This design comes from an exercise in tuning for a short achievable clock period and few clock cycles on the open sky130 flow, not from production work.
Function was checked by simulation only, so behaviour that the tests miss may differ from the original.
Power figures rest on the tool's default switching activity, not on a simulated workload.

`flow/config.mk`:
```
export PLATFORM = sky130hd
export DESIGN_NAME = cpu
export DESIGN_NICKNAME = cpu
export VERILOG_FILES = /design/flow/design.v
export SDC_FILE = /design/flow/constraint.sdc
export NUM_CORES = 4
export LEC_CHECK = 0
export ABC_CLOCK_PERIOD_IN_PS = 4000
export CAP_MARGIN = 20
export CORE_MARGIN = 2
export CORE_UTILIZATION = 40
export SLEW_MARGIN = 20
```
`flow/constraint.sdc`:
```
create_clock -name core_clock -period 14.0 [get_ports {clk}]
set_input_delay 2.8000 -clock core_clock [delete_from_list [all_inputs] [get_ports {clk}]]
set_output_delay 2.8000 -clock core_clock [all_outputs]
set_load 0.01 [all_outputs]
```
`flow/design.v`:
```
module adder (
    input  [31:0] a, b,
    input         cin,
    output [31:0] s
);
    wire [32:0] g0 = {a & b, cin};
    wire [32:0] t0 = {a | b, cin};
    wire [32:0] g1, t1, g2, t2, g3, t3, g4, t4, g5;
    genvar i;
    generate
        for (i = 0; i < 33; i = i + 1) begin : g_tree
            if (i >= 1) begin : l1
                assign g1[i] = g0[i] | (t0[i] & g0[i-1]);
                assign t1[i] = t0[i] & t0[i-1];
            end else begin : l1p
                assign g1[i] = g0[i]; assign t1[i] = t0[i];
            end
            if (i >= 2) begin : l2
                assign g2[i] = g1[i] | (t1[i] & g1[i-2]);
                assign t2[i] = t1[i] & t1[i-2];
            end else begin : l2p
                assign g2[i] = g1[i]; assign t2[i] = t1[i];
            end
            if (i >= 4) begin : l3
                assign g3[i] = g2[i] | (t2[i] & g2[i-4]);
                assign t3[i] = t2[i] & t2[i-4];
            end else begin : l3p
                assign g3[i] = g2[i]; assign t3[i] = t2[i];
            end
            if (i >= 8) begin : l4
                assign g4[i] = g3[i] | (t3[i] & g3[i-8]);
                assign t4[i] = t3[i] & t3[i-8];
            end else begin : l4p
                assign g4[i] = g3[i]; assign t4[i] = t3[i];
            end
            if (i >= 16) begin : l5
                assign g5[i] = g4[i] | (t4[i] & g4[i-16]);
            end else begin : l5p
                assign g5[i] = g4[i];
            end
        end
    endgenerate
    assign s = (a ^ b) ^ g5[31:0];
endmodule
module regfile (
    input         clk,
    input         we,
    input  [4:0]  wa,
    input  [31:0] wd,
    input  [31:1] oh1, oh2,
    output [31:0] rd1, rd2
);
    reg [31:0] rf [1:31];
    integer w, r;
    always @(posedge clk)
        for (w = 1; w < 32; w = w + 1)
            if (we && wa == w) rf[w] <= wd;
    reg [31:0] a, b;
    always @(*) begin
        a = 32'd0; b = 32'd0;
        for (r = 1; r < 32; r = r + 1) begin
            a = a | (rf[r] & {32{oh1[r]}});
            b = b | (rf[r] & {32{oh2[r]}});
        end
    end
    assign rd1 = a;
    assign rd2 = b;
endmodule
module controller (
    input  [31:0] instr,
    output        is_r, is_addi, is_lw, is_sw, is_beq, is_jal,
    output        use1, use2, wr, same,
    output        op_sub, op_and, op_or,
    output [31:1] oh1, oh2,
    output [31:0] imm, boff
);
    wire [6:0] op = instr[6:0];
    wire [2:0] f3 = instr[14:12];
    assign is_r    = op == 7'b0110011;
    assign is_addi = op == 7'b0010011;
    assign is_lw   = op == 7'b0000011;
    assign is_sw   = op == 7'b0100011;
    assign is_beq  = op == 7'b1100011;
    assign is_jal  = op == 7'b1101111;
    assign use1 = is_r | is_addi | is_lw | is_sw | is_beq;
    assign use2 = is_r | is_beq;
    assign wr   = (is_r | is_addi | is_lw | is_jal) & (instr[11:7] != 5'd0);
    assign same = instr[19:15] == instr[24:20];
    assign op_sub = is_r & ({instr[30], f3} == 4'b1000);
    assign op_or  = is_r & ({instr[30], f3} == 4'b0110);
    assign op_and = is_r & ({instr[30], f3} != 4'b0000) & ({instr[30], f3} != 4'b1000)
                         & ({instr[30], f3} != 4'b0110);
    genvar i;
    generate
        for (i = 1; i < 32; i = i + 1) begin : g_oh
            assign oh1[i] = instr[19:15] == i;
            assign oh2[i] = instr[24:20] == i;
        end
    endgenerate
    assign imm  = is_sw ? {{20{instr[31]}}, instr[31:25], instr[11:7]}
                        : {{20{instr[31]}}, instr[31:20]};
    assign boff = is_jal ? {{12{instr[31]}}, instr[31], instr[19:12], instr[20], instr[30:21]}
                         : {{20{instr[31]}}, instr[31], instr[7], instr[30:25], instr[11:8]};
endmodule
module datapath (
    input         clk, rst,
    input  [31:0] instr, dread_mem,
    output [31:0] instr_addr, result, rs2,
    output        datamem_en, datamem_we
);
    reg  [31:0] pc_f;
    reg         d_v;
    reg         d_r, d_lw, d_sw, d_beq, d_jal, d_use1, d_use2, d_wr;
    reg         d_sub, d_and, d_or;
    reg  [31:1] d_oh1, d_oh2;
    reg  [31:0] d_imm, d_boff, d_pc;
    reg  [4:0]  d_rd;
    reg         d_fw1, d_fw2;    
    reg         d_bp1, d_bp2;    
    reg         x_v;
    reg         x_r, x_lw, x_sw, x_beq, x_jal, x_wr;
    reg         x_sub, x_and, x_or;
    reg  [31:0] x_a, x_b, x_imm, x_link, x_tgt;
    reg  [4:0]  x_rd;
    reg         x_f1, x_f2;      
    reg         x_tgt_ok, x_seq_ok;
    reg         m_v, m_lw, m_wr;
    reg  [4:0]  m_rd;
    reg  [31:0] m_res, m_st;
    reg         m_en, m_we;
    assign instr_addr = pc_f;
    assign result     = m_res;
    assign rs2        = m_st;
    assign datamem_en = m_en;
    assign datamem_we = m_we;
    wire        f_r, f_addi, f_lw, f_sw, f_beq, f_jal, f_use1, f_use2, f_wr, f_same;
    wire        f_sub, f_and, f_or;
    wire [31:1] f_oh1, f_oh2;
    wire [31:0] f_imm, f_boff;
    controller dec (
        .instr(instr),
        .is_r(f_r), .is_addi(f_addi), .is_lw(f_lw), .is_sw(f_sw), .is_beq(f_beq), .is_jal(f_jal),
        .use1(f_use1), .use2(f_use2), .wr(f_wr), .same(f_same),
        .op_sub(f_sub), .op_and(f_and), .op_or(f_or),
        .oh1(f_oh1), .oh2(f_oh2), .imm(f_imm), .boff(f_boff)
    );
    wire        f_taken = f_jal | (f_beq & (instr[31] | f_same));
    wire [7:0]  f_off   = instr[2] ? instr[28:21] : {instr[28:25], instr[11:8]};
    wire [7:0]  f_tlo   = pc_f[7:0] + f_off;
    wire [31:0] pc_pred = f_taken ? {pc_f[31:8], f_tlo} : pc_f + 32'd1;
    wire        f_fw1 = d_v & d_wr & (d_rd == instr[19:15]);
    wire        f_fw2 = d_v & d_wr & (d_rd == instr[24:20]);
    wire        f_bp1 = x_v & x_wr & (x_rd == instr[19:15]);
    wire        f_bp2 = x_v & x_wr & (x_rd == instr[24:20]);
    wire [31:0] rf1, rf2;
    wire        rf_we = m_v & m_wr;
    wire [31:0] m_val = m_lw ? dread_mem : m_res;
    regfile regfile (
        .clk(clk), .we(rf_we), .wa(m_rd), .wd(m_val),
        .oh1(d_oh1), .oh2(d_oh2), .rd1(rf1), .rd2(rf2)
    );
    wire [31:0] d_a = d_bp1 ? m_val : rf1;
    wire [31:0] d_b = d_bp2 ? m_val : rf2;
    wire        stall = d_v & x_v & x_lw & ((d_use1 & d_fw1) | (d_use2 & d_fw2));
    wire [31:0] d_link = d_pc + 32'd1;
    wire [31:0] d_tgt  = d_pc + d_boff;
    wire [31:0] a  = x_f1 ? m_res : x_a;
    wire [31:0] b2 = x_f2 ? m_res : x_b;
    wire [31:0] b  = x_r ? b2 : x_imm;
    wire [31:0] s_add, s_sub;
    adder add_u (.a(a), .b(b),  .cin(1'b0), .s(s_add));
    adder sub_u (.a(a), .b(~b), .cin(1'b1), .s(s_sub));
    wire [31:0] x_res = x_jal ? x_link :
                        x_and ? (a & b) :
                        x_or  ? (a | b) :
                        x_sub ? s_sub : s_add;
    wire [31:0] st_data = (x_f2 & m_lw) ? dread_mem : b2;
    wire        taken = x_jal | (x_beq & (a == b2));
    wire        mispredict = x_v & (taken ? ~x_tgt_ok : ~x_seq_ok);
    wire [31:0] redirect_pc = taken ? x_tgt : x_link;
    wire        d_go = d_v & ~stall & ~mispredict;
    always @(posedge clk) begin
        if (rst) begin
            pc_f <= 32'd0;
            d_v  <= 1'b0;
            x_v  <= 1'b0;
            m_v  <= 1'b0;
            m_en <= 1'b0;
            m_we <= 1'b0;
        end else begin
            if (mispredict)  pc_f <= redirect_pc;
            else if (!stall) pc_f <= pc_pred;
            if (mispredict)  d_v <= 1'b0;
            else if (!stall) d_v <= 1'b1;
            x_v  <= d_go;
            m_v  <= x_v;
            m_en <= x_v & (x_lw | x_sw);
            m_we <= x_v & x_sw;
        end
        if (stall) begin
            d_bp1 <= d_fw1;
            d_bp2 <= d_fw2;
            d_fw1 <= 1'b0;
            d_fw2 <= 1'b0;
        end else begin
            d_r <= f_r; d_lw <= f_lw; d_sw <= f_sw; d_beq <= f_beq; d_jal <= f_jal;
            d_use1 <= f_use1; d_use2 <= f_use2; d_wr <= f_wr;
            d_sub <= f_sub; d_and <= f_and; d_or <= f_or;
            d_oh1 <= f_oh1; d_oh2 <= f_oh2; d_imm <= f_imm; d_boff <= f_boff;
            d_pc <= pc_f; d_rd <= instr[11:7];
            d_fw1 <= f_fw1; d_fw2 <= f_fw2; d_bp1 <= f_bp1; d_bp2 <= f_bp2;
        end
        x_r <= d_r; x_lw <= d_lw; x_sw <= d_sw; x_beq <= d_beq; x_jal <= d_jal; x_wr <= d_wr;
        x_sub <= d_sub; x_and <= d_and; x_or <= d_or;
        x_a <= d_a; x_b <= d_b; x_imm <= d_imm; x_link <= d_link; x_tgt <= d_tgt;
        x_rd <= d_rd; x_f1 <= d_fw1; x_f2 <= d_fw2;
        x_tgt_ok <= d_tgt == pc_f;
        x_seq_ok <= d_link == pc_f;
        m_lw  <= x_lw;
        m_wr  <= x_wr;
        m_rd  <= x_rd;
        m_res <= x_res;
        m_st  <= st_data;
    end
endmodule
module cpu(
    input clk,rst,
    input [31:0] instr, dread_mem,
    output [31:0] result, instr_addr, rs2,
    output instrmem_en,datamem_en, datamem_we
    );
    assign instrmem_en = 1'b1;   
    datapath datapath (
        .clk(clk), .rst(rst),
        .instr(instr), .dread_mem(dread_mem),
        .instr_addr(instr_addr), .result(result), .rs2(rs2),
        .datamem_en(datamem_en), .datamem_we(datamem_we)
    );
endmodule
```
`flow/flow/run.sh`:
```
#!/bin/bash
set -euo pipefail
cd "$(dirname "$0")/.."
bash standard.sh SETUP_SLACK_MARGIN=9.7 finish > make_finish.log 2>&1
```
`flow/standard.sh`:
```
#!/bin/bash
# synth_recipe.tcl (not shown) runs the flow's synth.tcl, then flattens the netlist and writes it again
# the make line also repeats each setting of config.mk as NAME=value (left out here)
make -C /OpenROAD-flow-scripts/flow DESIGN_CONFIG=/design/flow/config.mk WORK_HOME=/design/flow/orfs CLKGATE_MAP_FILE= SYNTH_SCRIPT=/design/flow/synth_recipe.tcl "${@:-finish}"
```
==> impl_metrics.ini, run 1 <==
[clock_tree]
cts_tree = yes
htreeDepth = 4
cts_sinks = 1397
root_buffer = clkbuf_16
clkLatencyLatePin_ns = 0.83
cts_buffer_depth = 3
cts_made_buffers = 145
clkTransAtPathRegs_ns = 0.06

[sta]
setup_viol = 0
slew_violations = 0
hold_viol = 0
tightest_slew_ns = 1.32
fin_tns_setup_ns = 0
slew_headroom = 0.112
layout_min_cycle_time_ns = 4.34
timing.fmax_mhz = 230
rsz0062_at_grt = true
finalClockSkew_ns = 0.0503
timing.final.crit_share = 0.310
timing.final.ws_setup_ns = 9.66

[pwr]
internal_power_uw = 7800
clockPowerShare = 0.363
power_frac_comb = 0.157
p_leak_uw = 0.0260
seq_power_share = 0.480
power.density_nw_per_um2 = 146
switching_power_uw = 3100
ir_drop_uv = 136
netSwitchingFraction = 0.284

[global_route]
grt_use_met2 = 0.456
gr-max-usage-layer = met1
met3_usage = 0.136
grt_util_met1 = 0.465
antenna_found_initial = 7
grt_max_degree = 85
grt_usage = 0.340
grt_pass1_wl_um = 390000
grt.overflow.total = 0
grt_pass1_vias = 49800

[synthesis]
ys_seq_area_frac = 0.611
synth-main-ff-cell = edfxtp_1
synth_warnings = 3
synth_area_sq_um = 64300
avgSynthCellArea_sq_um = 12.6
synthArstFlopShare = 0
synth_edf_count = 1127
syn_nets = 5322
synth-seq-cells = 1397
synth_cells = 5087
netlist.area_leader.share = 0.527
ys_types = 86
yosys-top-cells-area = edfxtp_1 53%, dfxtp_1 8.4%, a221oi_1 4.4%
yosysTopAreaCell = edfxtp_1

[placed_design]
io_buffer_count = 163
hpwl_um = 168000
place.gp.congestion = 0.962
place_ws_ns = 7.91

[cells_and_area]
area_growth_pct = 15.8
layout_common_cells = 1127 x edfxtp_1, 324 x a221oi_1, 322 x a22oi_1, 321 x a22o_1, 291 x a21oi_1
regArea_sq_um = 39500
layout-drive-gt1-share = 0.125
fillers = 14300
final_common_cell = edfxtp_1
multiInputGateArea_sq_um = 23700
layout.nets = 5499

[critical_path]
crit_end = datapath.regfile.rf[16][11]$_DFFE_PP_
crit_path_start_kind = primary input
worstSetupStartpoint = dread_mem[11]
worst_setup_path_end_kind = register
worstSetupPathType = primary input to register
cp.arrival_ns = 4.69
rr_endpoint = datapath.m_res[24]$_DFF_P_
reg2regPathDepth = 14
cp_max_fo = 31
rrSetupSlack_ns = 9.80
r2r-start = datapath.x_f2$_DFF_P_
crit_required_ns = 14.35

[drt]
routed-via-count = 53500
viasPerCell = 7.16
antenna_left = 0
finalWirelength_um = 287000
dr.first_iter.drc_count = 10400
wire_per_inst_um = 38.4
firstDrtPassIters = 9
drc = 0

[floorplanning]
die_h_um = 405
dieWidth_um = 405
pin_count = 165
rows = 147
start_util = 0.402
dieArea_sq_um = 164000
core_area_sq_um = 160000

[min_path]
min-delay-path-class = register to register

[job]
cap_violations = 0

[outcome]
outcome = timing/DRC/antenna clean
[cell type report]
class / instances / share of cell area
diodes: 12 / 0.000403
multi-input cells: 3186 / 0.319
repair buffers: 359 / 0.0420
inverters: 175 / 0.00889
flip-flops and latches: 1397 / 0.531
clock buffers: 192 / 0.0532
clock inverters: 71 / 0.0108
well taps: 2086 / 0.0351
[critical path, cell delays in order]
cell and delay (ns):
clkdlybuf4s50_1 0.41, mux2i_1 0.76, inv_1 0.70
[cells by family (layout without fill, tap and decap cells)]
family / count (synthesis) / in the layout / synth area share
muxes: 150 / 150 / 0.0236
adders and majority gates: 169 / 169 / 0.0333
DFF: 1397 / 1397 / 0.611
xor gates and xnor gates: 240 / 240 / 0.0336
other: 1 / 13 / 0.0000584
AOI/OAI and AO/OA: 1605 / 1605 / 0.189
buffers and inverters: 505 / 797 / 0.0308
and+or+nand+nor: 1020 / 1021 / 0.0788
[metrics by stage]
| step | hold slack, ns | utilization | area [sq um] | instances | power (uW) |
|---|---|---|---|---|---|
| after floorplan | 0.323 | - | 64400 | 5087 | 6100 |
| after global placement | 0.324 | 0.429 | 68700 | 7160 | 6900 |
| after detailed placement | 0.327 | 0.429 | 68700 | 7160 | 6910 |
| after CTS | 0.341 | 0.463 | 74000 | 7449 | 10800 |
| after global routing | 0.346 | 0.465 | 74400 | 7466 | 11200 |
| final | 0.339 | 0.465 | 74400 | 7478 | 10900 |
[registers in the layout (all words and copies together) (netlist names), 20 cells and up]
register / count
datapath.d_boff: 20
datapath.d_oh1: 31
datapath.d_oh2: 31
datapath.d_pc: 32
datapath.m_res: 32
datapath.m_st: 32
datapath.pc_f: 32
datapath.regfile.rf: 992
datapath.x_a: 32
datapath.x_b: 32
datapath.x_link: 32
datapath.x_tgt: 32
[worst min path at each step]
stage | from | to | slack, ns | depth (start not counted)
floorplan | datapath.d_and$_DFFE_PN_ | datapath.x_and$_DFF_P_ | 0.32 | 0
global placement | datapath.d_and$_DFFE_PN_ | datapath.x_and$_DFF_P_ | 0.32 | 0
detailed placement | datapath.d_sub$_DFFE_PN_ | datapath.x_sub$_DFF_P_ | 0.33 | 0
CTS | datapath.d_sub$_DFFE_PN_ | datapath.x_sub$_DFF_P_ | 0.34 | 0
global route | datapath.d_r$_DFFE_PN_ | datapath.x_r$_DFF_P_ | 0.35 | 0
finish | datapath.d_and$_DFFE_PN_ | datapath.x_and$_DFF_P_ | 0.34 | 0
[power by group through the flow]
stage / clock [uW] / combinational (uW) / sequential, uW
4_1_cts: 3950 / 1610 / 5230
3_5_place_dp: 0 / 1610 / 5300
3_3_place_gp: 0 / 1600 / 5300
2_1_floorplan: 0 / 895 / 5200
5_1_grt: 4110 / 1800 / 5240
6_report: 3960 / 1710 / 5230
[synthesized netlist by cell type, types with 11 or more instances]
cell type,instances
nor2b_1,25
clkbuf_1,264
and3_1,24
mux2_2,13
xor2_1,106
nand4_1,155
buf_2,16
mux2i_1,137
a22o_1,321
nand2b_1,20
edfxtp_1,1127
o21ai_0,84
a211oi_1,35
nor2_1,295
o211ai_1,17
xnor2_1,130
or3_1,17
buf_1,38
o21bai_1,19
inv_1,173
nand2_1,131
a22oi_1,322
a31oi_1,13
o31ai_1,15
nand3_1,125
a21o_1,49
a221oi_1,325
a21oi_1,294
ha_1,166
dfxtp_1,270
nor4_1,29
nand3b_1,11
nor3_1,139
a211oi_2,21
[repair_timing]
action	4_1_cts	5_1_grt
setup endpoints to repair	197	97
buffers inserted	23	17
resized for setup	354	86
hold buffers	0	0
pin swaps	9	21
gates cloned	3	0
[layer usage]
layer / vias up / part of all wire
met1: 26400 / 0.37
met2: 5277 / 0.39
li1: 20600 / -
met4: 6 / 0.068
met3: 1249 / 0.17
met5: - / 0.00020
Testbench counts, summed over its fixed seeds: cycles 24,284.
==> inputs of run 2 (changes only) <==
--- a/flow/design.v
+++ b/flow/design.v
@@ -42,4 +42,17 @@
     endgenerate
     assign s = (a ^ b) ^ g5[31:0];
+endmodule
+module alu (
+    input  [31:0] a, b, link,
+    input         sub, op_and, op_or, jal,
+    output        zero
+);
+    wire [31:0] bb = sub ? ~b : b;
+    wire [31:0] c  = {a[30:0] | bb[30:0], sub};
+    wire        z_sum  = &(~(a ^ bb ^ c));
+    wire        z_and  = ~|(a & b);
+    wire        z_or   = ~|(a | b);
+    wire        z_link = ~|link;
+    assign zero = jal ? z_link : op_and ? z_and : op_or ? z_or : z_sum;
 endmodule
 module regfile (
@@ -117,4 +130,5 @@
     reg  [4:0]  d_rd;
     reg         d_fw1, d_fw2;    
+    reg         d_z1, d_z2, d_same;   
     reg         d_bp1, d_bp2;    
     reg         x_v;
@@ -124,5 +138,5 @@
     reg  [4:0]  x_rd;
     reg         x_f1, x_f2;      
-    reg         x_tgt_ok, x_seq_ok;
+    reg         x_tgt_ok, x_seq_ok, x_chk;
     reg         m_v, m_lw, m_wr;
     reg  [4:0]  m_rd;
@@ -165,4 +179,8 @@
     wire [31:0] d_link = d_pc + 32'd1;
     wire [31:0] d_tgt  = d_pc + d_boff;
+    wire        d_tgt_ok = d_tgt == pc_f;
+    wire        d_seq_ok = d_link == pc_f;
+    wire        d_early = d_same | (d_fw1 & d_z2) | (d_fw2 & d_z1);
+    wire        d_chk   = d_v & ~stall & (d_jal | (d_beq & d_early));
     wire [31:0] a  = x_f1 ? m_res : x_a;
     wire [31:0] b2 = x_f2 ? m_res : x_b;
@@ -176,8 +194,18 @@
                         x_sub ? s_sub : s_add;
     wire [31:0] st_data = (x_f2 & m_lw) ? dread_mem : b2;
-    wire        taken = x_jal | (x_beq & (a == b2));
-    wire        mispredict = x_v & (taken ? ~x_tgt_ok : ~x_seq_ok);
-    wire [31:0] redirect_pc = taken ? x_tgt : x_link;
-    wire        d_go = d_v & ~stall & ~mispredict;
+    wire        taken = x_beq & (a == b2);
+    wire        x_mis = x_chk & (taken ? ~x_tgt_ok : ~x_seq_ok);
+    wire [31:0] x_redirect = taken ? x_tgt : x_link;
+    wire        zero_x;
+    alu cmp_u (
+        .a(a), .b(b), .link(x_link),
+        .sub(x_sub), .op_and(x_and), .op_or(x_or), .jal(x_jal), .zero(zero_x)
+    );
+    wire        d_taken = d_jal | d_same | zero_x;
+    wire        d_mis = d_chk & (d_taken ? ~d_tgt_ok : ~d_seq_ok);
+    wire [31:0] d_redirect = d_taken ? d_tgt : d_link;
+    wire        mispredict = x_mis | d_mis;
+    wire [31:0] redirect_pc = x_mis ? x_redirect : d_redirect;
+    wire        d_go = d_v & ~stall & ~x_mis;
     always @(posedge clk) begin
         if (rst) begin
@@ -210,4 +238,5 @@
             d_pc <= pc_f; d_rd <= instr[11:7];
             d_fw1 <= f_fw1; d_fw2 <= f_fw2; d_bp1 <= f_bp1; d_bp2 <= f_bp2;
+            d_z1 <= instr[19:15] == 5'd0; d_z2 <= instr[24:20] == 5'd0; d_same <= f_same;
         end
         x_r <= d_r; x_lw <= d_lw; x_sw <= d_sw; x_beq <= d_beq; x_jal <= d_jal; x_wr <= d_wr;
@@ -215,6 +244,7 @@
         x_a <= d_a; x_b <= d_b; x_imm <= d_imm; x_link <= d_link; x_tgt <= d_tgt;
         x_rd <= d_rd; x_f1 <= d_fw1; x_f2 <= d_fw2;
-        x_tgt_ok <= d_tgt == pc_f;
-        x_seq_ok <= d_link == pc_f;
+        x_tgt_ok <= d_tgt_ok;
+        x_seq_ok <= d_seq_ok;
+        x_chk    <= d_go & d_beq & ~d_early;
         m_lw  <= x_lw;
         m_wr  <= x_wr;
==> run 2 against run 1 <==
Against the previous run: still clean on timing, DRC and antenna; global-route usage rose by 2.9 points; non-clock buffer count grew 232; sequential share of layout area is 5.3 points lower; cell area rose by 11%; utilization up 2.3 points; synthesized cell count grew 14%; count of clock-buffer cells in the layout down 5; via count increased by 15%; combinational power rose by 25%; hold slack improved by 0.0025 ns; clock power is 2% higher; worst setup slack got worse by 0.15 ns; largest cell class unchanged; largest power group unchanged; highest routed layer unchanged.
==> impl_metrics.ini, run 2 <==
[outcome]
outcome = timing/DRC/antenna clean

[critical_path]
path_common_cell = buf_12
crit_family = simple AND/OR/NAND/NOR gates
crit_path_start_kind = register
worst_setup_path_end_kind = register
r2r-start = datapath.x_f1$_DFF_P_
path_depth = 20
rr_endpoint = datapath.pc_f[12]$_SDFFE_PP0P_
worstSetupStartpoint = datapath.x_f1$_DFF_P_
cp.arrival_ns = 5.22
rrSetupSlack_ns = 9.51
path_buf_inv = 6
slowest_stage = or4_4
critPathMaxStageDelay_ns = 0.59
crit_required_ns = 14.72
cp_max_fo = 6
cp_cell_sequence = buf_12, buf_12, buf_6, mux2i_4, inv_2, ha_4, nor4_4, nand4_1, or4_4, a21oi_2, a21o_2, buf_12, or4b_4, nor4_4, or2_4, or2_4, nor2_4, buf_6, o211ai_1, a41oi_1
reg2regPathDepth = 20
worstSetupPathType = register to register

[min_path]
hold_depth = 0
min-delay-path-class = register to register
hold_start = datapath.d_lw$_DFFE_PN_
hold_end = datapath.x_lw$_DFF_P_

[global_route]
grt_pass1_vias = 57000
grt.overflow.total = 0
grt_pass1_wl_um = 451000
grt_usage = 0.369
grt_max_degree = 74
antenna_found_initial = 20

[clock_tree]
htreeDepth = 4
cts_made_buffers = 148
cts_hold_buf = 0
clkTransAtPathRegs_ns = 0.07
cts_buffer_depth = 3
cts_tree = yes
root_buffer = clkbuf_16
clkLatencyLatePin_ns = 0.85
cts_sinks = 1401

[synthesis]
yosys-top-cells-area = edfxtp_1 50%, dfxtp_1 7.9%, a221oi_1 4.4%
synth_cells = 5775
ys_seq_area_frac = 0.575
syn_nets = 6041
synth_most_common_cell = edfxtp_1
synth_edf_count = 1130
synth_area_sq_um = 68500
yosysTopAreaCell = edfxtp_1
avgSynthCellArea_sq_um = 11.9
ys_types = 97
synth-main-ff-cell = edfxtp_1
yosys-top-cells-count = 1130 x edfxtp_1, 346 x a21oi_1, 344 x a221oi_1
synth_warnings = 3
synth-seq-cells = 1401
synthArstFlopShare = 0
netlist.area_leader.share = 0.495

[sta]
layout_min_cycle_time_ns = 4.49
slew_violations = 0
finalClockSkew_ns = 0.0642
tightest_slew_ns = 1.35
hold_viol = 0
slew_headroom = 0.0958
setup_viol = 0
timing.final.crit_share = 0.321
timing.fmax_mhz = 223
rsz0062_at_grt = true
fin_tns_setup_ns = 0

[drt]
routed-via-count = 61400
firstDrtPassIters = 9
drc = 0
wire_per_inst_um = 39.4
antenna_left = 0
finalWirelength_um = 335000
viasPerCell = 7.24
dr.first_iter.drc_count = 12100

[floorplanning]
core_area_sq_um = 170000
pin_count = 165
rows = 151
dieArea_sq_um = 175000
dieWidth_um = 418
start_util = 0.404
die_h_um = 418

[cells_and_area]
layout.nets = 6406
largest_register_ffs = 992
final_common_cell = edfxtp_1
layout_common_cells = 1130 x edfxtp_1, 350 x buf_4, 338 x a22oi_1, 335 x a221oi_1, 325 x a21oi_1
area_growth_pct = 21.0
top_register = datapath.regfile.rf
fin_util = 0.489
layout-drive-gt1-share = 0.188

[placed_design]
hpwl_um = 190000
place.gp.congestion = 0.968
io_buffer_count = 163

[job]
cap_violations = 0

[pwr]
p_leak_uw = 0.0290
power.density_nw_per_um2 = 137
ir_drop_uv = 115
==> run 2: cell count changes after synthesis, moves of 19 or more <==
cell and change:
nand4_1 +35, a21o_1 -20, o211ai_1 +30, inv_1 +51, ha_1 +31, nor4_1 +25, o21ai_0 +64, a221oi_1 +19
clkbuf_1 +49, mux2i_1 -21, a21oi_1 +52, nand2_1 +97, xnor2_1 +57, a211oi_2 -21
==> run 2: worst max path at each step <==
stage	endpoint
floorplan	datapath.pc_f[7]$_SDFFE_PP0P_
global placement	datapath.pc_f[18]$_SDFFE_PP0P_
detailed placement	datapath.pc_f[18]$_SDFFE_PP0P_
CTS	datapath.pc_f[7]$_SDFFE_PP0P_
global route	datapath.pc_f[12]$_SDFFE_PP0P_
finish	datapath.pc_f[12]$_SDFFE_PP0P_
==> run 2: layout make-up <==
class                      instances  area [sq um]
fill                           15100         86800
sequential                      1401         39600
multi-input combinational       3772         29300
timing repair buffer             591          5460
clock buffer                     187          4060
tap                             2218          2780
inverter                         224           852
clock inverter                    80           823
antenna                           12          30.0
timing repair inverter             2          15.0
==> run 2: power by group <==
group | total [uW] | switching, uW | internal, uW
clock network | 4030 | 1800 | 2230
registers | 5210 | 173 | 5040
logic | 2130 | 1450 | 684
==> run 2: timing repair <==
| item | 4_1_cts | 5_1_grt |
|---|---|---|
| resized for setup | 674 | 175 |
| pin swaps | 81 | 118 |
| endpoints found under the hold margin | 0 | 0 |
| buffers inserted | 193 | 48 |
| endpoints found under the setup margin | 198 | 86 |
| cloned | 15 | 2 |
==> run 2: kinds of logic (layout without fill, tap and decap cells) <==
group	after synthesis	after routing	synth area share
buffers and inverters	607	1084	0.0340
adder cells (fa/ha/maj)	200	200	0.0369
flip-flops	1401	1401	0.575
AO/OA/AOI/OAI	1849	1852	0.199
AND/OR/NAND/NOR	1274	1276	0.0946
multiplexers	143	143	0.0214
XOR/XNOR	300	300	0.0394
other	1	13	0.0000547
==> run 2: through the flow <==
| step | area [sq um] | setup slack, ns | power (uW) | hold slack, ns | instances |
|---|---|---|---|---|---|
| floorplan | 68700 | 8.98 | 6120 | 0.323 | 5775 |
| global placement | 73100 | 7.26 | 7030 | 0.327 | 7948 |
| detailed placement | 73100 | 7.11 | 7040 | 0.327 | 7949 |
| CTS | 81600 | 9.61 | 11200 | 0.341 | 8424 |
| global route | 82900 | 9.40 | 11600 | 0.349 | 8475 |
| finish | 82900 | 9.51 | 11400 | 0.341 | 8487 |
==> run 2: per-layer routing <==
| layer | routed length (um) | global-route usage | vias to the layer above |
|---|---|---|---|
| li1 | - | - | 23600 |
| met1 | 122000 | 0.496 | 30200 |
| met2 | 131000 | 0.499 | 6123 |
| met3 | 58100 | 0.153 | 1417 |
| met4 | 23900 | 0.200 | 18 |
| met5 | 124 | 0.00194 | - |
Testbench counts of run 2, summed over its fixed seeds: cycles 23,559.
==> inputs of run 3 (changes only) <==
--- a/flow/design.v
+++ b/flow/design.v
@@ -1,45 +1,27 @@
-module adder (
-    input  [31:0] a, b,
-    input         cin,
-    output [31:0] s
-);
-    wire [32:0] g0 = {a & b, cin};
-    wire [32:0] t0 = {a | b, cin};
-    wire [32:0] g1, t1, g2, t2, g3, t3, g4, t4, g5;
-    genvar i;
+module adder #(parameter W = 32) (
+    input  [W-1:0] a, b,
+    input          cin,
+    output [W-1:0] s
+);
+    localparam L = W <= 2 ? 1 : W <= 4 ? 2 : W <= 8 ? 3 : W <= 16 ? 4 : W <= 32 ? 5 : 6;
+    wire [W:0] g [0:L];
+    wire [W:0] t [0:L];
+    assign g[0] = {a & b, cin};
+    assign t[0] = {a | b, cin};
+    genvar l, i;
     generate
-        for (i = 0; i < 33; i = i + 1) begin : g_tree
-            if (i >= 1) begin : l1
-                assign g1[i] = g0[i] | (t0[i] & g0[i-1]);
-                assign t1[i] = t0[i] & t0[i-1];
-            end else begin : l1p
-                assign g1[i] = g0[i]; assign t1[i] = t0[i];
+        for (l = 0; l < L; l = l + 1) begin : g_lvl
+            for (i = 0; i <= W; i = i + 1) begin : g_bit
+                if (i >= (1 << l)) begin : g_op
+                    assign g[l+1][i] = g[l][i] | (t[l][i] & g[l][i - (1 << l)]);
+                    assign t[l+1][i] = t[l][i] & t[l][i - (1 << l)];
+                end else begin : g_pass
+                    assign g[l+1][i] = g[l][i];
+                    assign t[l+1][i] = t[l][i];
+                end
             end
-            if (i >= 2) begin : l2
-                assign g2[i] = g1[i] | (t1[i] & g1[i-2]);
-                assign t2[i] = t1[i] & t1[i-2];
-            end else begin : l2p
-                assign g2[i] = g1[i]; assign t2[i] = t1[i];
-            end
-            if (i >= 4) begin : l3
-                assign g3[i] = g2[i] | (t2[i] & g2[i-4]);
-                assign t3[i] = t2[i] & t2[i-4];
-            end else begin : l3p
-                assign g3[i] = g2[i]; assign t3[i] = t2[i];
-            end
-            if (i >= 8) begin : l4
-                assign g4[i] = g3[i] | (t3[i] & g3[i-8]);
-                assign t4[i] = t3[i] & t3[i-8];
-            end else begin : l4p
-                assign g4[i] = g3[i]; assign t4[i] = t3[i];
-            end
-            if (i >= 16) begin : l5
-                assign g5[i] = g4[i] | (t4[i] & g4[i-16]);
-            end else begin : l5p
-                assign g5[i] = g4[i];
-            end
         end
     endgenerate
-    assign s = (a ^ b) ^ g5[31:0];
+    assign s = (a ^ b) ^ g[L][W-1:0];
 endmodule
 module alu (
@@ -160,6 +142,8 @@
     );
     wire        f_taken = f_jal | (f_beq & (instr[31] | f_same));
-    wire [7:0]  f_off   = instr[2] ? instr[28:21] : {instr[28:25], instr[11:8]};
-    wire [7:0]  f_tlo   = pc_f[7:0] + f_off;
+    wire [7:0]  f_tj, f_tb;
+    adder #(8) tj_u (.a(pc_f[7:0]), .b(instr[28:21]), .cin(1'b0), .s(f_tj));
+    adder #(8) tb_u (.a(pc_f[7:0]), .b({instr[28:25], instr[11:8]}), .cin(1'b0), .s(f_tb));
+    wire [7:0]  f_tlo   = instr[2] ? f_tj : f_tb;
     wire [31:0] pc_pred = f_taken ? {pc_f[31:8], f_tlo} : pc_f + 32'd1;
     wire        f_fw1 = d_v & d_wr & (d_rd == instr[19:15]);
==> run 3 against run 2 <==
Against the previous run: global-route usage barely moved; utilization fell by 0.23 points; die area fell by 1.3%; routed wire length fell by 1.5%; via count fell by 3.0%; first-iteration DRC count fell by 5.5%; hold slack barely moved; sequential power barely moved; critical path depth fell by 1; non-clock buffer count fell by 52; critical endpoint is now datapath.pc_f[21]$_SDFFE_PP0P_.
==> impl_metrics.ini, run 3 <==
[synthesis]
synth_cells = 5538
synth_most_common_cell = edfxtp_1
synth-main-ff-cell = edfxtp_1
yosysTopAreaCell = edfxtp_1
yosys-top-cells-area = edfxtp_1 50%, dfxtp_1 8.0%, a221oi_1 4.3%
avgSynthCellArea_sq_um = 12.2
synth_edf_count = 1130
synth_area_sq_um = 67600
syn_nets = 5818
ys_seq_area_frac = 0.582
synth-seq-cells = 1401
yosys-top-cells-count = 1130 x edfxtp_1, 333 x a221oi_1, 326 x a22o_1
synthArstFlopShare = 0
synth_warnings = 5
ys_types = 113
netlist.area_leader.share = 0.502

[clock_tree]
clkTransAtPathRegs_ns = 0.06
cts_made_buffers = 151
cts_hold_buf = 0
cts_tree = yes
htreeDepth = 4
cts_buffer_depth = 3
clkLatencyLatePin_ns = 0.83
root_buffer = clkbuf_16
cts_sinks = 1401

[critical_path]
reg2regPathDepth = 19
cp.arrival_ns = 5.29
worstSetupPathType = register to register
worst_setup_path_end_kind = register
crit_required_ns = 14.68
cp_max_fo = 6
crit_path_start_kind = register

[outcome]
outcome = timing/DRC/antenna clean

[sta]
slew_headroom = 0.170
holdWs_ns = 0.342
tightest_slew_ns = 1.24
hold_viol = 0
timing.fmax_mhz = 217
fin_tns_setup_ns = 0
slew_violations = 0
rsz0062_at_grt = true
setup_viol = 0
finalClockSkew_ns = 0.0437
layout_min_cycle_time_ns = 4.61
timing.final.crit_share = 0.329

[pwr]
p_leak_uw = 0.0287
ir_drop_uv = 89.5
power.density_nw_per_um2 = 139

[global_route]
grt_usage = 0.369
grt_max_degree = 97
antenna_found_initial = 26
grt.overflow.total = 0
grt_pass1_wl_um = 446000
grt_pass1_vias = 55800

[cells_and_area]
layout_common_cells = 1130 x edfxtp_1, 326 x a22o_1, 326 x a221oi_1, 325 x a22oi_1, 315 x buf_4
area_growth_pct = 20.5
largest_register_ffs = 992
layout-drive-gt1-share = 0.184
layout.nets = 6161
final_common_cell = edfxtp_1
finalNonFillerCells = 8224
top_register = datapath.regfile.rf

[drt]
viasPerCell = 7.24
drc = 0
antenna_left = 0
wire_per_inst_um = 40.1
finalWirelength_um = 330000
routed-via-count = 59600
firstDrtPassIters = 9
dr.first_iter.drc_count = 11400

[placed_design]
hpwl_um = 192000
dp_cells = 7751
io_buffer_count = 163
place.gp.congestion = 0.988

[floorplanning]
core_area_sq_um = 168000
dieWidth_um = 415
dieArea_sq_um = 172000
start_util = 0.403
rows = 150
die_h_um = 415
pin_count = 165

[min_path]
min-delay-path-class = register to register
hold_depth = 0

[job]
cap_violations = 0
==> run 3: final cells by class <==
cell class,count,area (sq um)
Sequential cell,1401,39600
Tap cell,2204,2760
Antenna cell,15,37.5
Clock inverter,84,971
Multi-Input combinational cell,3589,28300
Clock buffer,193,4150
Inverter,198,776
Timing Repair Buffer,539,4930
Fill cell,14700,86100
Timing Repair inverter,1,5.00
==> run 3: kinds of logic after synthesis <==
| group | count (synthesis) | synth area share |
|---|---|---|
| compound gates | 1739 | 0.192 |
| xor+xnor | 306 | 0.0416 |
| fa+ha+maj | 214 | 0.0400 |
| buf+inv | 553 | 0.0325 |
| flops | 1401 | 0.582 |
| mux | 171 | 0.0256 |
| other cells | 1 | 0.0000555 |
| simple gates | 1153 | 0.0863 |
==> run 3: worst max-delay path: stages (launching register included) <==
cell	delay, ns
dfxtp_4	0.49
buf_8	0.18
buf_12	0.13
buf_12	0.12
mux2i_2	0.28
a21oi_2	0.13
xnor2_1	0.15
ha_1	0.31
xnor2_1	0.14
nor4_1	0.29
nand4_1	0.22
o311ai_4	0.48
or4_4	0.23
buf_12	0.12
buf_4	0.13
buf_16	0.11
mux2_2	0.33
o31ai_2	0.27
o22ai_1	0.16
a31o_1	0.21
==> run 3: stage by stage <==
step                      setup slack, ns  utilization  power [uW]  instance area [sq um]
after global placement               6.80        0.432        6940                  72400
final                                9.39        0.486       11300                  81500
after CTS                            9.55        0.482       11200                  80800
after floorplan                      9.20            -        6060                  67900
after global routing                 9.32        0.486       11600                  81500
after detailed placement             6.72        0.432        6950                  72400
==> run 3: layer usage <==
metal / routed length [um] / part of all wire / global-route usage
met1: 117000 / 0.35 / 0.482
met2: 128000 / 0.39 / 0.501
met3: 59200 / 0.18 / 0.164
met4: 25500 / 0.077 / 0.216
met5: 281 / 0.00085 / 0.00250
==> run 3: what timing repair did <==
action                     CTS  global route
pin swaps                  102            47
setup endpoints to repair  165            82
buffers inserted           141            22
gates cloned                16             0
hold endpoints to repair     0             0
resized for setup          750           109
==> run 3: final timing paths <==
kind,from,to,slack (ns)
worst max-delay path,datapath.x_f2$_DFF_P_,datapath.pc_f[21]$_SDFFE_PP0P_,9.39
worst min-delay path,datapath.d_and$_DFFE_PN_,datapath.x_and$_DFF_P_,0.34
worst max register to register,datapath.x_f2$_DFF_P_,datapath.pc_f[21]$_SDFFE_PP0P_,9.39
worst min register to register,datapath.d_and$_DFFE_PN_,datapath.x_and$_DFF_P_,0.34
==> run 3: report_power, final <==
group / total, uW / internal [uW] / leakage, uW / switching, uW
Sequential: 5230 / 5030 / 0.0129 / 204
Combinational: 1920 / 603 / 0.0134 / 1320
Clock: 4170 / 2390 / 0.00249 / 1780
Total: 11300 / 8030 / 0.0287 / 3300
Testbench counts of run 3, summed over its fixed seeds: cycles 23,559.
==> inputs of run 4 (changes only) <==
--- a/flow/design.v
+++ b/flow/design.v
@@ -114,4 +114,5 @@
     reg         d_z1, d_z2, d_same;   
     reg         d_bp1, d_bp2;    
+    reg         d_bw1, d_bw2;    
     reg         x_v;
     reg         x_r, x_lw, x_sw, x_beq, x_jal, x_wr;
@@ -125,4 +126,7 @@
     reg  [31:0] m_res, m_st;
     reg         m_en, m_we;
+    reg         w_wr;
+    reg  [4:0]  w_rd;
+    reg  [31:0] w_val;
     assign instr_addr = pc_f;
     assign result     = m_res;
@@ -151,13 +155,14 @@
     wire        f_bp1 = x_v & x_wr & (x_rd == instr[19:15]);
     wire        f_bp2 = x_v & x_wr & (x_rd == instr[24:20]);
+    wire        f_bw1 = m_v & m_wr & (m_rd == instr[19:15]);
+    wire        f_bw2 = m_v & m_wr & (m_rd == instr[24:20]);
     wire [31:0] rf1, rf2;
-    wire        rf_we = m_v & m_wr;
     wire [31:0] m_val = m_lw ? dread_mem : m_res;
     regfile regfile (
-        .clk(clk), .we(rf_we), .wa(m_rd), .wd(m_val),
+        .clk(clk), .we(w_wr), .wa(w_rd), .wd(w_val),
         .oh1(d_oh1), .oh2(d_oh2), .rd1(rf1), .rd2(rf2)
     );
-    wire [31:0] d_a = d_bp1 ? m_val : rf1;
-    wire [31:0] d_b = d_bp2 ? m_val : rf2;
+    wire [31:0] d_a = d_bp1 ? m_val : d_bw1 ? w_val : rf1;
+    wire [31:0] d_b = d_bp2 ? m_val : d_bw2 ? w_val : rf2;
     wire        stall = d_v & x_v & x_lw & ((d_use1 & d_fw1) | (d_use2 & d_fw2));
     wire [31:0] d_link = d_pc + 32'd1;
@@ -197,5 +202,7 @@
             d_v  <= 1'b0;
             x_v  <= 1'b0;
+            x_chk <= 1'b0;
             m_v  <= 1'b0;
+            w_wr <= 1'b0;
             m_en <= 1'b0;
             m_we <= 1'b0;
@@ -206,5 +213,7 @@
             else if (!stall) d_v <= 1'b1;
             x_v  <= d_go;
+            x_chk <= d_go & d_beq & ~d_early;
             m_v  <= x_v;
+            w_wr <= m_v & m_wr;
             m_en <= x_v & (x_lw | x_sw);
             m_we <= x_v & x_sw;
@@ -213,4 +222,6 @@
             d_bp1 <= d_fw1;
             d_bp2 <= d_fw2;
+            d_bw1 <= d_bp1;
+            d_bw2 <= d_bp2;
             d_fw1 <= 1'b0;
             d_fw2 <= 1'b0;
@@ -222,4 +233,5 @@
             d_pc <= pc_f; d_rd <= instr[11:7];
             d_fw1 <= f_fw1; d_fw2 <= f_fw2; d_bp1 <= f_bp1; d_bp2 <= f_bp2;
+            d_bw1 <= f_bw1; d_bw2 <= f_bw2;
             d_z1 <= instr[19:15] == 5'd0; d_z2 <= instr[24:20] == 5'd0; d_same <= f_same;
         end
@@ -230,5 +242,4 @@
         x_tgt_ok <= d_tgt_ok;
         x_seq_ok <= d_seq_ok;
-        x_chk    <= d_go & d_beq & ~d_early;
         m_lw  <= x_lw;
         m_wr  <= x_wr;
@@ -236,4 +247,6 @@
         m_res <= x_res;
         m_st  <= st_data;
+        w_rd  <= m_rd;
+        w_val <= m_val;
     end
 endmodule
==> run 4 against run 3 <==
Against the previous run: clock skew rose by 0.0068 ns; cell count increased by 0.21%; combinational power fell by about 20%; non-clock buffer count down 28; routed wire length fell by 0.46%; cell area up 0.87%; die area increased by 1.4%; global-route usage is 0.84 points lower; power up 1.5%; critical path depth grew 4; worst setup slack worse by 0.35 ns; count of clock-buffer cells in the layout stayed put; largest cell class unchanged; largest power group unchanged; highest routed layer unchanged.
==> impl_metrics.ini, run 4 <==
[outcome]
outcome = timing/DRC/antenna clean

[cells_and_area]
multiInputGateArea_sq_um = 28400
largest_register_ffs = 992
area_growth_pct = 19.9
layout_common_cells = 1130 x edfxtp_1, 324 x a22o_1, 323 x a221oi_1, 322 x a22oi_1, 295 x buf_4
final_common_cell = edfxtp_1
layout-drive-gt1-share = 0.191
layout.nets = 6155
fillers = 14800
top_register = datapath.regfile.rf
fin_area_sq_um = 82200
regArea_sq_um = 40400

[sta]
setup_viol = 0
layout_min_cycle_time_ns = 4.96
hold_viol = 0
tightest_slew_ns = 1.36
slew_headroom = 0.0965
rsz0062_at_grt = true
finalClockSkew_ns = 0.0505
fin_tns_setup_ns = 0
timing.final.crit_share = 0.354
timing.fmax_mhz = 202
slew_violations = 0

[placed_design]
placed_area_sq_um = 73300
place.gp.congestion = 0.979
io_buffer_count = 163
hpwl_um = 193000

[synthesis]
ys_types = 107
avgSynthCellArea_sq_um = 12.3
synth_area_sq_um = 68600
ys_seq_area_frac = 0.586
syn_nets = 5853
synth_edf_count = 1130
synthArstFlopShare = 0
yosys-top-cells-count = 1130 x edfxtp_1, 326 x a221oi_1, 324 x a22o_1
yosysTopAreaCell = edfxtp_1
synth_cells = 5573
yosys-top-cells-area = edfxtp_1 49%, dfxtp_1 9.1%, a221oi_1 4.2%
synth-seq-cells = 1441
synth-main-ff-cell = edfxtp_1
netlist.area_leader.share = 0.495
synth_most_common_cell = edfxtp_1
synth_warnings = 5

[floorplanning]
dieWidth_um = 418
pin_count = 165
rows = 151
die_h_um = 418
start_util = 0.404
core_area_sq_um = 170000
dieArea_sq_um = 175000

[critical_path]
crit_family = simple AND/OR/NAND/NOR gates
slowest_stage = or4_4
worst_setup_path_end_kind = register
rrSetupSlack_ns = 9.04
path_buf_inv = 9
worstSetupPathType = register to register
crit_path_start_kind = register
cp.arrival_ns = 5.67
cp_cell_sequence = buf_12, buf_16, buf_16, mux2i_4, a21oi_4, inv_1, ha_2, nand4_1, or4_4, nor4_2, a31oi_1, o32a_1, o211ai_1, buf_4, clkbuf_16, nor4b_4, buf_4, nand4_4, a21oi_4, buf_6, buf_12, mux2i_1, a311oi_1
critPathMaxStageDelay_ns = 0.49
cp_max_fo = 12
crit_required_ns = 14.71

[clock_tree]
cts_made_buffers = 152
cts_sinks = 1441
clkLatencyLatePin_ns = 0.85
cts_tree = yes
clkTransAtPathRegs_ns = 0.07
htreeDepth = 4
cts_hold_buf = 0
root_buffer = clkbuf_16
cts_buffer_depth = 3

[drt]
firstDrtPassIters = 9
antenna_left = 0
wire_per_inst_um = 39.8
dr.first_iter.drc_count = 11800
viasPerCell = 7.18
finalWirelength_um = 328000
drc = 0
routed-via-count = 59200

[global_route]
grt_usage = 0.361
grt_pass1_vias = 54700
antenna_found_initial = 24
grt_pass1_wl_um = 439000
grt_max_degree = 84
grt.overflow.total = 0

[min_path]
min-delay-path-class = register to register

[pwr]
ir_drop_uv = 113
power.density_nw_per_um2 = 140
p_leak_uw = 0.0286

[job]
cap_violations = 0
## run 4: cell types whose count changed after synthesis, sizes merged, moves of 31 or more
cell / delta
clkbuf: +34
dfxtp: +40
nor3: -43
nor2: -31
o32ai: +62
mux2: +63
a21oi: -72
o21ai: +49
## run 4: where the power goes
group | total (uW) | leakage (uW) | switching (uW) | internal [uW]
Sequential | 5680 | 0.0132 | 503 | 5170
Combinational | 1540 | 0.0129 | 973 | 567
Clock | 4290 | 0.00254 | 1850 | 2430
Total | 11500 | 0.0286 | 3330 | 8170
## run 4: worst paths after layout
| path | startpoint | to | cells after the start |
|---|---|---|---|
| min | datapath.d_imm[0]$_DFFE_PN_ | datapath.x_imm[0]$_DFF_P_ | 0 |
| max reg2reg | datapath.x_f2$_DFF_P_ | datapath.pc_f[26]$_SDFFE_PP0P_ | 23 |
| max | datapath.x_f2$_DFF_P_ | datapath.pc_f[26]$_SDFFE_PP0P_ | 23 |
| min reg2reg | datapath.d_imm[0]$_DFFE_PN_ | datapath.x_imm[0]$_DFF_P_ | 0 |
## run 4: worst register-to-register path, stage by stage, from the launching register on
cell and delay, ns:
dfxtp_4 0.41, buf_12 0.15, buf_16 0.16, buf_16 0.18, mux2i_4 0.31, a21oi_4 0.11, inv_1 0.11, ha_2 0.20
nand4_1 0.24, or4_4 0.49, nor4_2 0.28, a31oi_1 0.09, o32a_1 0.29, o211ai_1 0.19, buf_4 0.16, clkbuf_16 0.18
nor4b_4 0.25, buf_4 0.17, nand4_4 0.13, a21oi_4 0.20, buf_6 0.13, buf_12 0.11, mux2i_1 0.07, a311oi_1 0.23
## run 4: cell families (layout without fill, tap and decap cells)
| kind of cell | Yosys count | in the layout | synth area share |
|---|---|---|---|
| fa+ha+maj | 214 | 214 | 0.0395 |
| xor+xnor | 299 | 299 | 0.0385 |
| other cells | 1 | 28 | 0.0000547 |
| compound gates | 1744 | 1745 | 0.191 |
| simple gates | 1119 | 1121 | 0.0824 |
| buf+inv | 551 | 971 | 0.0313 |
| flops | 1441 | 1441 | 0.586 |
| mux | 204 | 204 | 0.0312 |
## run 4: layout make-up
type	instances	area share
multi-input cells	3584	0.346
inverters	185	0.00863
flip-flops and latches	1441	0.491
clock inverters	82	0.0128
well taps	2218	0.0338
clock buffers	193	0.0511
repair buffers	511	0.0560
diodes	27	0.000822
## run 4: stage by stage
step | std cells | power [uW] | hold WS, ns | setup slack, ns | utilization
after floorplan | 5573 | 6220 | 0.323 | 9.30 | -
after detailed placement | 7770 | 7060 | 0.341 | 7.80 | 0.432
final | 8241 | 11500 | 0.356 | 9.04 | 0.484
after CTS | 8130 | 11300 | 0.359 | 9.17 | 0.472
after global placement | 7770 | 7050 | 0.334 | 7.81 | 0.432
after global routing | 8215 | 11700 | 0.361 | 8.94 | 0.484
## run 4: per-layer routing
| metal | vias to the layer above | part of all wire | track usage |
|---|---|---|---|
| met3 | 1443 | 0.17 | 0.157 |
| li1 | 22800 | - | - |
| met2 | 6126 | 0.39 | 0.476 |
| met1 | 28800 | 0.36 | 0.481 |
| met5 | - | 0.00094 | 0.0147 |
| met4 | 18 | 0.075 | 0.217 |
## run 4: repair_timing
item | 4_1_cts | 5_1_grt
setup endpoints to repair | 161 | 69
buffers inserted | 78 | 77
pin swaps | 42 | 75
gates resized for setup | 475 | 282
gates cloned | 7 | 5
Testbench counts of run 4, summed over its fixed seeds: cycles 23,559.
==> inputs of run 5 (changes only) <==
--- a/flow/design.v
+++ b/flow/design.v
@@ -150,5 +150,6 @@
     adder #(8) tb_u (.a(pc_f[7:0]), .b({instr[28:25], instr[11:8]}), .cin(1'b0), .s(f_tb));
     wire [7:0]  f_tlo   = instr[2] ? f_tj : f_tb;
-    wire [31:0] pc_pred = f_taken ? {pc_f[31:8], f_tlo} : pc_f + 32'd1;
+    wire [31:0] pc_seq  = pc_f + 32'd1;
+    wire [31:0] pc_pred = {pc_seq[31:8], f_taken ? f_tlo : pc_seq[7:0]};
     wire        f_fw1 = d_v & d_wr & (d_rd == instr[19:15]);
     wire        f_fw2 = d_v & d_wr & (d_rd == instr[24:20]);
@@ -185,5 +186,4 @@
     wire        taken = x_beq & (a == b2);
     wire        x_mis = x_chk & (taken ? ~x_tgt_ok : ~x_seq_ok);
-    wire [31:0] x_redirect = taken ? x_tgt : x_link;
     wire        zero_x;
     alu cmp_u (
@@ -193,7 +193,12 @@
     wire        d_taken = d_jal | d_same | zero_x;
     wire        d_mis = d_chk & (d_taken ? ~d_tgt_ok : ~d_seq_ok);
-    wire [31:0] d_redirect = d_taken ? d_tgt : d_link;
     wire        mispredict = x_mis | d_mis;
-    wire [31:0] redirect_pc = x_mis ? x_redirect : d_redirect;
+    wire [31:0] pc_keep = stall ? pc_f : pc_pred;
+    wire [31:0] pc_dt   = (d_chk & ~d_tgt_ok) ? d_tgt  : pc_keep;
+    wire [31:0] pc_dn   = (d_chk & ~d_seq_ok) ? d_link : pc_keep;
+    wire [31:0] pc_d    = (d_jal | d_same | zero_x) ? pc_dt : pc_dn;
+    wire [31:0] pc_xt   = (x_chk & ~x_tgt_ok) ? x_tgt  : pc_d;
+    wire [31:0] pc_xn   = (x_chk & ~x_seq_ok) ? x_link : pc_d;
+    wire [31:0] pc_next = taken ? pc_xt : pc_xn;
     wire        d_go = d_v & ~stall & ~x_mis;
     always @(posedge clk) begin
@@ -208,6 +213,5 @@
             m_we <= 1'b0;
         end else begin
-            if (mispredict)  pc_f <= redirect_pc;
-            else if (!stall) pc_f <= pc_pred;
+            pc_f <= pc_next;
             if (mispredict)  d_v <= 1'b0;
             else if (!stall) d_v <= 1'b1;
==> run 5 against run 4 <==
Against the previous run: global-route usage rose by 0.46 points; die area rose by 0.95%; critical path type unchanged; non-clock buffer count rose by 34; area after synthesis rose by 0.96%.
==> impl_metrics.ini, run 5 <==
[outcome]
outcome = timing/DRC/antenna clean

[placed_design]
place_ws_ns = 7.53
hpwl_um = 190000
placed_area_sq_um = 73900
place.gp.congestion = 0.966
io_buffer_count = 163

[clock_tree]
cts_sinks = 1441
cts_buffer_depth = 3
clkTransAtPathRegs_ns = 0.06
cts_hold_buf = 0
htreeDepth = 4
clkLatencyLatePin_ns = 0.83
cts_made_buffers = 150
cts_tree = yes
root_buffer = clkbuf_16

[drt]
antenna_left = 0
routed-via-count = 60700
finalWirelength_um = 333000
dr.first_iter.drc_count = 11400
viasPerCell = 7.18
wire_per_inst_um = 39.4
drc = 0
firstDrtPassIters = 10

[critical_path]
path_common_cell = buf_12
reg2regPathDepth = 23
cp_max_fo = 6
rr_endpoint = datapath.pc_f[28]$_SDFF_PP0_
crit_required_ns = 14.69
crit_path_start_kind = register
cp.arrival_ns = 5.31
slowest_stage = or4_4
worst_setup_path_end_kind = register
cp_cell_sequence = buf_12, buf_8, buf_12, mux2i_4, nand2_2, o21ai_4, ha_2, nand4_1, nor4_2, nand4_1, or4_4, a21oi_4, a41oi_4, o21ai_2, buf_12, clkinv_16, buf_4, buf_6, a21oi_4, buf_4, a21oi_2, a221oi_2, o21ai_1
critPathMaxStageDelay_ns = 0.49
worstSetupPathType = register to register
r2r-start = datapath.x_f2$_DFF_P_
rrSetupSlack_ns = 9.39

[pwr]
seq_power_share = 0.487
ir_drop_uv = 109
internal_power_uw = 8330
power_uw = 11700
switching_power_uw = 3340
clockPowerShare = 0.374
power_frac_comb = 0.139
p_leak_uw = 0.0289
power.density_nw_per_um2 = 139
netSwitchingFraction = 0.286

[synthesis]
synth_edf_count = 1130
synth_cells = 5684
synth_most_common_cell = edfxtp_1
syn_nets = 5964
ys_seq_area_frac = 0.580
synth_area_sq_um = 69200
ys_types = 101
synth_warnings = 5
netlist.area_leader.share = 0.490
synth-main-ff-cell = edfxtp_1
yosys-top-cells-area = edfxtp_1 49%, dfxtp_1 9.0%, a221oi_1 4.2%
yosysTopAreaCell = edfxtp_1
avgSynthCellArea_sq_um = 12.2
yosys-top-cells-count = 1130 x edfxtp_1, 346 x a22oi_1, 334 x a221oi_1
synthArstFlopShare = 0
synth-seq-cells = 1441

[cells_and_area]
fin_util = 0.488
layout-drive-gt1-share = 0.202
top_register = datapath.regfile.rf
regArea_sq_um = 40400
area_growth_pct = 21.0
fin_area_sq_um = 83800
layout.nets = 6285
layout_common_cells = 1130 x edfxtp_1, 344 x a22oi_1, 332 x buf_4, 327 x a22o_1, 324 x a221oi_1
final_common_cell = edfxtp_1
largest_register_ffs = 992
multiInputGateArea_sq_um = 29500
fillers = 15100

[floorplanning]
pin_count = 165
dieWidth_um = 420
start_util = 0.403
core_area_sq_um = 172000
rows = 152
dieArea_sq_um = 176000
die_h_um = 420

[global_route]
grt_pass1_vias = 56200
grt.overflow.total = 0
grt_max_degree = 95
grt_pass1_wl_um = 447000
antenna_found_initial = 26
grt_usage = 0.365

[job]
cap_violations = 0

[sta]
layout_min_cycle_time_ns = 4.61
timing.final.crit_share = 0.330
slew_headroom = 0.0494
finalClockSkew_ns = 0.0486
timing.final.ws_setup_ns = 9.39
tightest_slew_ns = 1.42
slew_violations = 0
rsz0062_at_grt = true
fin_tns_setup_ns = 0
hold_viol = 0
setup_viol = 0
timing.fmax_mhz = 217

[min_path]
hold_depth = 0
min-delay-path-class = register to register
hold_start = datapath.d_lw$_DFFE_PN_
hold_end = datapath.x_lw$_DFF_P_
-- run 5: cell count changes after synthesis, sizes merged, moves of 10 or more --
cell,before,now
mux2i,126,89
a22oi,322,346
o21ai,193,217
o21a,7,25
clkbuf,311,328
nand2,225,241
nor2,275,291
nor3,73,57
o211ai,40,25
a21oi,249,236
nand3,151,141
-- run 5: worst max-delay path, delay by kind of cell (launching register included) --
family / cells / cell delay (ns)
AND/OR/NAND/NOR: 5 / 1.46
AO/OA/AOI/OAI: 8 / 1.15
buffers and inverters: 8 / 1.05
flip-flops: 1 / 0.37
multiplexers: 1 / 0.23
adder cells (fa/ha/maj): 1 / 0.22
-- run 5: timing repair --
item                       CTS  global route
pin swaps                   60           104
setup endpoints to repair  162            52
resized for setup          693           244
buffers inserted           123            78
gates cloned                 6             5
-- run 5: power groups by stage --
stage / sequential [uW] / combinational, uW / clock (uW)
2_1_floorplan: 5510 / 716 / 0
3_3_place_gp: 5730 / 1330 / 0
3_5_place_dp: 5740 / 1330 / 0
4_1_cts: 5660 / 1470 / 4360
5_1_grt: 5720 / 1660 / 4530
6_report: 5690 / 1620 / 4360
-- run 5: layout make-up --
cell class | count | area share
antenna | 13 | 0.000388
clock buffer | 207 | 0.0504
clock inverter | 74 | 0.0130
inverter | 183 | 0.00878
multi-input combinational | 3682 | 0.352
sequential | 1441 | 0.482
tap | 2310 | 0.0345
timing repair buffer | 545 | 0.0585
timing repair inverter | 2 | 0.000239
-- run 5: metrics by stage --
| stage | std cells | hold slack (ns) |
|---|---|---|
| after floorplan | 5684 | 0.323 |
| after global placement | 7949 | 0.328 |
| after detailed placement | 7949 | 0.327 |
| after CTS | 8359 | 0.341 |
| after global routing | 8445 | 0.349 |
| final | 8457 | 0.342 |
-- run 5: worst max-delay path by stage --
stage | start | to | slack, ns | depth (start not counted)
after floorplan | instr[21] | datapath.pc_f[6]$_SDFF_PP0_ | 9.24 | 15
after global placement | datapath.x_f2$_DFF_P_ | datapath.pc_f[22]$_SDFF_PP0_ | 7.70 | 18
after detailed placement | datapath.x_f2$_DFF_P_ | datapath.pc_f[22]$_SDFF_PP0_ | 7.53 | 18
after CTS | datapath.x_f2$_DFF_P_ | datapath.m_res[25]$_DFF_P_ | 9.52 | 22
after global routing | datapath.x_f2$_DFF_P_ | datapath.pc_f[14]$_SDFF_PP0_ | 9.38 | 22
final | datapath.x_f2$_DFF_P_ | datapath.pc_f[28]$_SDFF_PP0_ | 9.39 | 23
-- run 5: routing by layer --
metal / GRT usage / vias to the layer above / share of wire
met5: 0.00500 / - / 0.0011
met4: 0.205 / 31 / 0.074
met3: 0.167 / 1421 / 0.18
met2: 0.479 / 6302 / 0.38
met1: 0.491 / 29700 / 0.36
li1: - / 23300 / -
-- run 5: logic make-up (layout without fill, tap and decap cells) --
kind of cell	after synthesis	in the layout	share of synthesized area
adder cells (fa/ha/maj)	214	214	0.0391
buffers and inverters	561	1011	0.0313
other	1	14	0.0000542
flip-flops	1441	1441	0.580
XOR/XNOR	300	300	0.0396
AND/OR/NAND/NOR	1154	1154	0.0841
multiplexers	166	166	0.0254
AO/OA/AOI/OAI	1847	1847	0.200
Testbench counts of run 5, summed over its fixed seeds: cycles 23,559.

==> port drivers added, routing unchanged <==
Ports are ideal in the flow. The routed layouts listed here were re-timed in OpenROAD. Step 1 assumes that a clkbuf_16 drives the clock port and a buf_2 every other input. Step 2 moves the port delays by t, midway between the first and last clock arrival at a register: inputs arrive t later, outputs are due t later. That takes back most of the time a late clock gives input paths. Three values: ideal ports, drivers, drivers and shift; two values: the first two.
run	t (ns)	setup WS [ns]	hold WS [ns]	cell pins on the clock port's net
run 1	0.878	9.661 / 9.635 / 8.836	0.339 / 0.339 / 0.339	1
run 2	0.890	9.506 / 9.506 / 8.710	0.341 / 0.341 / 0.341	1
run 3	0.881	9.389 / 9.389 / 8.679	0.342 / 0.342 / 0.342	1
run 4	0.900	9.039 / 9.039 / 8.584	0.356 / 0.356 / 0.356	1
run 5	0.899	9.386 / 9.386 / 8.786	0.342 / 0.342 / 0.342	1
After both steps every run listed still meets setup and hold. The setup slack of run 1, which loses most, moves by -0.026 ns with the drivers and by -0.825 ns with both steps.
